Background: an optimization exercise with open tools, aiming at small area. Do not read the settings as production practice.
Function was checked by simulation only, so behaviour that the tests miss may differ from the original.
The flow treats the clock pin as an ideal source, which a real chip does not have.
No activity file was given, so power comes from the tool's default toggle rates.

// parking_meter_top
module parking_meter_top(
    input clk,
    input reset,
    input buttonU, buttonL, buttonR, buttonD,
    input switch0, switch1,
    output [3:0] an,
    output [6:0] sseg
);
export LEC_CHECK = 0
export CAP_MARGIN = 20
export CORE_MARGIN = 2
export CORE_UTILIZATION = 60
export SLEW_MARGIN = 20
create_clock -name core_clock -period 10.0 [get_ports {clk}]
standard.sh (not shown) runs the stock make flow with config.mk's settings and CLKGATE_MAP_FILE= SYNTH_SCRIPT=/design/flow/synth_recipe.tcl, a recipe that flattens the netlist after the stock synthesis.
==> flow/flow/run.sh <==
#!/bin/bash
# Layout: the standard flow (standard synthesis unchanged), with these changes:
#  - port buffers are the smallest buffer, sky130_fd_sc_hd__buf_1;
#  - the clock tree is built by flow/clock_tree.tcl just before the CTS step
#    (which then adds nothing): 10 leaf clock buffers (clkbuf_4), one per group
#    of nearby clock sinks, driven by one root clock buffer (clkbuf_4).
# Each run's full output goes to a log file here; ORFS keeps per-step logs in orfs/logs/.
set -euo pipefail
here=$(pwd)
export BUFFER_PORTS_ARGS="-buffer_cell sky130_fd_sc_hd__buf_1"
export PRE_CTS_TCL="$here/flow/clock_tree.tcl"
export CLOCK_NX=5
export CLOCK_NY=2
export CLOCK_LEAF_BUFFER=sky130_fd_sc_hd__clkbuf_4
export CLOCK_ROOT_BUFFER=sky130_fd_sc_hd__clkbuf_4
export CTS_ARGS="-sink_clustering_enable -dont_use_dummy_load"
bash standard.sh synth > synth.log 2>&1
bash standard.sh > layout.log 2>&1
==> flow/flow/clock_tree.tcl <==
set block [ord::get_db_block]
set dbu [$block getDbUnitsPerMicron]
set nx $::env(CLOCK_NX)
set ny $::env(CLOCK_NY)
set sinks {}
foreach pin [get_pins -of_objects [get_nets clk]] {
  if {[get_property $pin direction] ne "input"} { continue }
  set loc [[sta::sta_to_db_inst [$pin instance]] getLocation]
  lappend sinks [list [lindex $loc 0] [lindex $loc 1] $pin]
}
set sinks [lsort -integer -index 0 $sinks]
set n [llength $sinks]
set groups {}
for {set c 0} {$c < $nx} {incr c} {
  set col [lsort -integer -index 1 [lrange $sinks [expr {$c * $n / $nx}] [expr {($c + 1) * $n / $nx - 1}]]]
  set m [llength $col]
  for {set r 0} {$r < $ny} {incr r} {
    lappend groups [lrange $col [expr {$r * $m / $ny}] [expr {($r + 1) * $m / $ny - 1}]]
  }
}
set nets [list clk]
set leaves {}
set i 0
set lx 0.0
set ly 0.0
foreach g $groups {
  if {[llength $g] == 0} { continue }
  set sx 0.0
  set sy 0.0
  set pins {}
  foreach s $g {
    set sx [expr {$sx + [lindex $s 0]}]
    set sy [expr {$sy + [lindex $s 1]}]
    lappend pins [lindex $s 2]
  }
  set cx [expr {$sx / [llength $g] / $dbu}]
  set cy [expr {$sy / [llength $g] / $dbu}]
  set lx [expr {$lx + $cx}]
  set ly [expr {$ly + $cy}]
  insert_buffer -buffer_cell $::env(CLOCK_LEAF_BUFFER) -net clk -load_pins $pins \
    -location [list $cx $cy] -buffer_name clkleaf$i -net_name clkleaf${i}_net
  puts "clock group $i: [llength $g] sinks, buffer at ($cx, $cy)"
  incr i
}
set_propagated_clock [all_clocks]
foreach pin [get_pins -of_objects [get_nets clk]] {
  if {[get_property $pin direction] eq "output"} { continue }
  lappend leaves $pin
  lappend nets [get_full_name [get_nets -of_objects [get_pins [get_full_name [$pin instance]]/X]]]
}
if {[info exists ::env(CLOCK_ROOT_BUFFER)] && $::env(CLOCK_ROOT_BUFFER) ne ""} {
  insert_buffer -buffer_cell $::env(CLOCK_ROOT_BUFFER) -net clk -load_pins $leaves \
    -location [list [expr {$lx / $i}] [expr {$ly / $i}]] -buffer_name clkroot -net_name clkroot_net
  foreach pin [get_pins -of_objects [get_nets clk]] {
    if {[get_property $pin direction] eq "output"} { continue }
    lappend nets [get_full_name [get_nets -of_objects [get_pins [get_full_name [$pin instance]]/X]]]
  }
}
puts "clock nets: $nets"
set_cts_config -skip_nets $nets
The baseline produced a clean layout.
Rerun with:
==> flow/flow/run.sh (replaced) <==
#!/bin/bash
# Layout: the standard flow (standard synthesis unchanged), with these changes:
#  - port buffers are the smallest buffer, sky130_fd_sc_hd__buf_1;
#  - the clock tree is built by flow/clock_tree.tcl just before the CTS step
#    (which then adds nothing): 6 leaf clock buffers (clkbuf_8), one per group
#    of nearby clock sinks, driven by one root clock buffer (clkbuf_2).
# Each run's full output goes to a log file here; ORFS keeps per-step logs in orfs/logs/.
set -euo pipefail
here=$(pwd)
export BUFFER_PORTS_ARGS="-buffer_cell sky130_fd_sc_hd__buf_1"
export PRE_CTS_TCL="$here/flow/clock_tree.tcl"
export CLOCK_NX=3
export CLOCK_NY=2
export CLOCK_LEAF_BUFFER=sky130_fd_sc_hd__clkbuf_8
export CLOCK_ROOT_BUFFER=sky130_fd_sc_hd__clkbuf_2
export CTS_ARGS="-sink_clustering_enable -dont_use_dummy_load"
bash standard.sh synth > synth.log 2>&1
bash standard.sh > layout.log 2>&1
- CORE_UTILIZATION: 60 -> 75
What happened:
- The changed run produced a clean layout
- total power climbs by about 0.8%
- via count climbs by about 1%
- global-route usage climbs by 5.6 points
- synthesized area is unchanged
- clock power stays flat
- synthesized cell count is unchanged
- fmax climbs by 0.58%
- sequential share of layout area hardly moves
- final area hardly moves

## static timing again, ports no longer ideal
No port has a modelled driver above. Below, the same layouts with a new extraction and two added sets of constraints. Step 1 (the two cells are an assumption about what drives the block):
set clk [get_ports {clk}]
set_driving_cell -lib_cell sky130_fd_sc_hd__clkbuf_16 $clk
set_driving_cell -lib_cell sky130_fd_sc_hd__buf_2 [delete_from_list [all_inputs] $clk]
Step 2 times the ports against the registers' clock, not the clock port: input delays grow and output delays shrink by t, the midpoint of the rising clock arrivals with the driver on. Three values: no drivers, after step 1, after step 2; two values: the first two.
| run | shift t [ns] | setup WS [ns] | worst setup path after step 2 | worst data-port slew with drivers (ns) | cell pins on the clock port's net |
|---|---|---|---|---|---|
| the first run | 0.454 | 3.004 / 2.977 / 3.431 | register to output | 0.03 | 1 |
| the second run | 0.498 | 3.044 / 3.022 / 3.520 | register to output | 0.03 | 1 |
After both steps setup and hold are still met in every run listed.
